Context: an optimization exercise on an open-source flow, tuned for small area and a short achievable clock period. The choices shown serve that exercise and are no tape-out recipe.
The RTL was checked by simulation tests, not by an equivalence proof against the original design.
Power is estimated from default activity; no workload was simulated.

// JTAG_Interface
module JTAG_Interface(
	iCLK,
	iRST,
	iTCK,
	iTDI,
	iIR_IN,
	iSTATE_CDR,
	iSTATE_SDR,
	iSTATE_UDR,
	iREAD_0,
	iREAD_1,
	iREAD_2,
	iREAD_3,
	iREAD_4,
	iREAD_5,
	iREAD_6,
	iREAD_7,
	iREAD_8,
	iREAD_9,
	iREAD_A,
	iREAD_B,
	iREAD_C,
	iREAD_D,
	iREAD_E,
	oTDO,
	oWRITE_0,
	oWRITE_1,
	oWRITE_2,
	oWRITE_3,
	oWRITE_4,
	oWRITE_5,
	oWRITE_6,
	oWRITE_7,
	oWRITE_8,
	oWRITE_9,
	oWRITE_A,
	oWRITE_B,
	oWRITE_C,
	oWRITE_D,
	oWRITE_E
);
input wire	iCLK;
input wire	iRST;
input wire	iTCK;
input wire	iTDI;
input wire	[8:0] iIR_IN;
input wire	iSTATE_CDR;
input wire	iSTATE_SDR;
input wire	iSTATE_UDR;
input wire	[31:0] iREAD_0;
input wire	[31:0] iREAD_1;
input wire	[31:0] iREAD_2;
input wire	[31:0] iREAD_3;
input wire	[31:0] iREAD_4;
input wire	[31:0] iREAD_5;
input wire	[31:0] iREAD_6;
input wire	[31:0] iREAD_7;
input wire	[31:0] iREAD_8;
input wire	[31:0] iREAD_9;
input wire	[31:0] iREAD_A;
input wire	[31:0] iREAD_B;
input wire	[31:0] iREAD_C;
input wire	[31:0] iREAD_D;
input wire	[31:0] iREAD_E;
output wire	oTDO;
output wire	[31:0] oWRITE_0;
output wire	[31:0] oWRITE_1;
output wire	[31:0] oWRITE_2;
output wire	[31:0] oWRITE_3;
output wire	[31:0] oWRITE_4;
output wire	[31:0] oWRITE_5;
output wire	[31:0] oWRITE_6;
output wire	[31:0] oWRITE_7;
output wire	[31:0] oWRITE_8;
output wire	[31:0] oWRITE_9;
output wire	[31:0] oWRITE_A;
  ...
==> flow/config.mk <==
export PLATFORM = sky130hd
export DESIGN_NAME = JTAG_Interface
export DESIGN_NICKNAME = JTAG_Interface
export VERILOG_FILES = /design/flow/design.v
export SDC_FILE = /design/flow/constraint.sdc
export NUM_CORES = 4
export LEC_CHECK = 0
export CAP_MARGIN = 20
export CORE_AREA = 10 10 350 350
export CTS_BUF_LIST = sky130_fd_sc_hd__clkbuf_4 sky130_fd_sc_hd__clkbuf_8
export DIE_AREA = 0 0 360 360
export SETUP_SLACK_MARGIN = 2.6
export SLEW_MARGIN = 20
export SYNTH_HIERARCHICAL = 1
export SYNTH_MINIMUM_KEEP_SIZE = 0
==> flow/constraint.sdc <==
create_clock -name core_clock -period 5.0 [get_ports {iCLK}]
set_input_delay 1.0000 -clock core_clock [delete_from_list [all_inputs] [get_ports {iCLK}]]
set_output_delay 1.0000 -clock core_clock [all_outputs]
set_load 0.01 [all_outputs]
standard.sh (not shown) runs the stock make flow with config.mk's settings and CLKGATE_MAP_FILE= SYNTH_SCRIPT=/design/flow/synth_recipe.tcl, a recipe that flattens the netlist after the stock synthesis.
==> flow/flow/run.sh <==
#!/bin/bash
# The standard ORFS layout, with the port buffers made of the smallest
# buffer (sky130_fd_sc_hd__buf_1); repair_design resizes them where needed.
set -euo pipefail
bash standard.sh "BUFFER_PORTS_ARGS=-buffer_cell sky130_fd_sc_hd__buf_1" finish > standard_make.log 2>&1
The starting point completed with no timing, DRC or antenna violations.
Next try:
- CTS_BUF_LIST: sky130_fd_sc_hd__clkbuf_4 sky130_fd_sc_hd__clkbuf_8 -> default
- SETUP_SLACK_MARGIN: 2.6 -> 2.9
Result: Register-to-register slack gets better by 80 ps. Synthesized cell count does not change. Routed wire length goes up by about 10%. Power goes down by about 2.6%. Design area goes up by 22%. Synthesized area does not change. Sequential cell count stays the same. Global-route usage goes up by 1.9 points. Worst hold slack barely changes. Core utilization goes up by 5.2 points.
Next try:
- SETUP_SLACK_MARGIN: 2.9 -> default
Outcome: Final area is lower by 22%; die area is unchanged; via count shrinks by 9.3%; final cell count came out lower by about 6%; worst setup slack degrades by 660 ps; combinational power drops by 20%; core utilization is lower by 6.4 points.
Next try:
==> flow/flow/run.sh (replaced) <==
#!/bin/bash
# The standard ORFS layout, with the port buffers made of the smallest
# buffer (sky130_fd_sc_hd__buf_1; repair_design resizes them where needed)
# and the pins placed by flow/pins.tcl (each bit slice's pins together).
set -euo pipefail
here=$(cd "$(dirname "$0")" && pwd)
bash standard.sh "BUFFER_PORTS_ARGS=-buffer_cell sky130_fd_sc_hd__buf_1" \
  "PRE_IO_PLACEMENT_TCL=$here/pins.tcl" finish > standard_make.log 2>&1
==> flow/flow/pins.tcl (new file) <==
# Pin placement: each bit slice's fifteen write outputs and fifteen read
# inputs sit together on the die edge, slices in bit order around the die
# (bottom, right, top, left), control pins in the middle of the left edge.
# Die 360 x 360 um. Pins are two routing tracks apart.
set die 360.0
set hex {0 1 2 3 4 5 6 7 8 9 A B C D E}
proc put {name edge t} {
  global die
  if {$edge eq "bottom" || $edge eq "top"} {
    set x [expr {0.23 + 0.46 * $t}]
    set y [expr {$edge eq "bottom" ? 0.24 : $die - 0.24}]
    place_pin -pin_name $name -layer met2 -location [list $x $y] -pin_size {0.14 0.48}
  } else {
    set y [expr {0.34 + 0.68 * $t}]
    set x [expr {$edge eq "left" ? 0.4 : $die - 0.4}]
    place_pin -pin_name $name -layer met3 -location [list $x $y] -pin_size {0.8 0.3}
  }
}
proc slice_pins {b} {
  global hex
  set l {}
  foreach h $hex { lappend l "oWRITE_${h}\[$b\]" }
  foreach h $hex { lappend l "iREAD_${h}\[$b\]" }
  return $l
}
proc put_slice {b edge t0 dir} {
  set j 0
  foreach n [slice_pins $b] {
    put $n $edge [expr {$t0 + $dir * 2 * $j}]
    incr j
  }
}
set b 0
# bottom: 10 slices, left to right, 32 um apart
for {set k 0} {$k < 10} {incr k} {
  put_slice $b bottom [expr {int((20 + 32 * $k) / 0.46)}] 1; incr b
}
# right: 6 slices, bottom to top, 52 um apart
for {set k 0} {$k < 6} {incr k} {
  put_slice $b right [expr {int((25 + 52 * $k) / 0.68)}] 1; incr b
}
# top: 10 slices, right to left
for {set k 0} {$k < 10} {incr k} {
  put_slice $b top [expr {int((340 - 32 * $k) / 0.46)}] -1; incr b
}
# left: 6 slices, top to bottom, around the control pins
foreach y1 {335 288 241 147 100 53} {
  put_slice $b left [expr {int($y1 / 0.68)}] -1; incr b
}
set ctrl {iTDI oTDO iTCK iSTATE_CDR iSTATE_SDR iSTATE_UDR iRST iCLK}
for {set i 0} {$i < 9} {incr i} { lappend ctrl "iIR_IN\[$i\]" }
set j 0
foreach n $ctrl {
  put $n left [expr {int(160 / 0.68) + 2 * $j}]
  incr j
}
- SETUP_SLACK_MARGIN: default -> 2.6
Outcome: With this change the flow ended with an error in I/O pin placement. Synthesized cell count is unchanged. Area after synthesis stays the same.
Next try:
--- a/flow/flow/pins.tcl
+++ b/flow/flow/pins.tcl
@@ -5,2 +5,2 @@
-set die 360.0
-set hex {0 1 2 3 4 5 6 7 8 9 A B C D E}
+set ::die 360.0
+set ::hex {0 1 2 3 4 5 6 7 8 9 A B C D E}
@@ -8 +8 @@
-  global die
+  set die $::die
@@ -20 +20 @@
-  global hex
+  set hex $::hex
- CTS_CLUSTER_DIAMETER: default -> 80
- CTS_CLUSTER_SIZE: default -> 30
- SETUP_SLACK_MARGIN: 2.6 -> 2.8
After rerunning:
- The new run produced a clean layout
- synthesized area stays the same
- synthesized cell count is unchanged

[afterwards: timing with drivers on the ports]
The flow's constraints put no driver on any port. The routed layouts listed below were extracted and timed again, unchanged, in two steps.
Step 1 (the two cells are an assumption about what drives the block):
set clk [get_ports {iCLK}]
set_driving_cell -lib_cell sky130_fd_sc_hd__clkbuf_16 $clk
set_driving_cell -lib_cell sky130_fd_sc_hd__buf_2 [delete_from_list [all_inputs] $clk]
Step 2, shift: input delay + t, output delay - t, t = (earliest + latest rising clock arrival at the registers) / 2. This alone moves slack from input paths to output paths.
Slacks: ideal ports / drivers / drivers and shift; pairs: ideal ports / drivers.
run	t (ns)	slack for setup (ns)	latest minus earliest clock arrival (ns)
the first run	0.772	2.457 / 2.427 / 1.656	0.075 / 0.075
the second run	0.701	2.580 / 2.471 / 1.770	0.035 / 0.034
the third run	0.703	1.922 / 1.967 / 1.264	0.042 / 0.042
the fifth run	0.691	2.752 / 2.779 / 2.088	0.029 / 0.028
After both steps setup and hold are still met in every run listed. The setup slack of the second run, which loses most, moves by -0.109 ns with the drivers and by -0.810 ns with both steps.
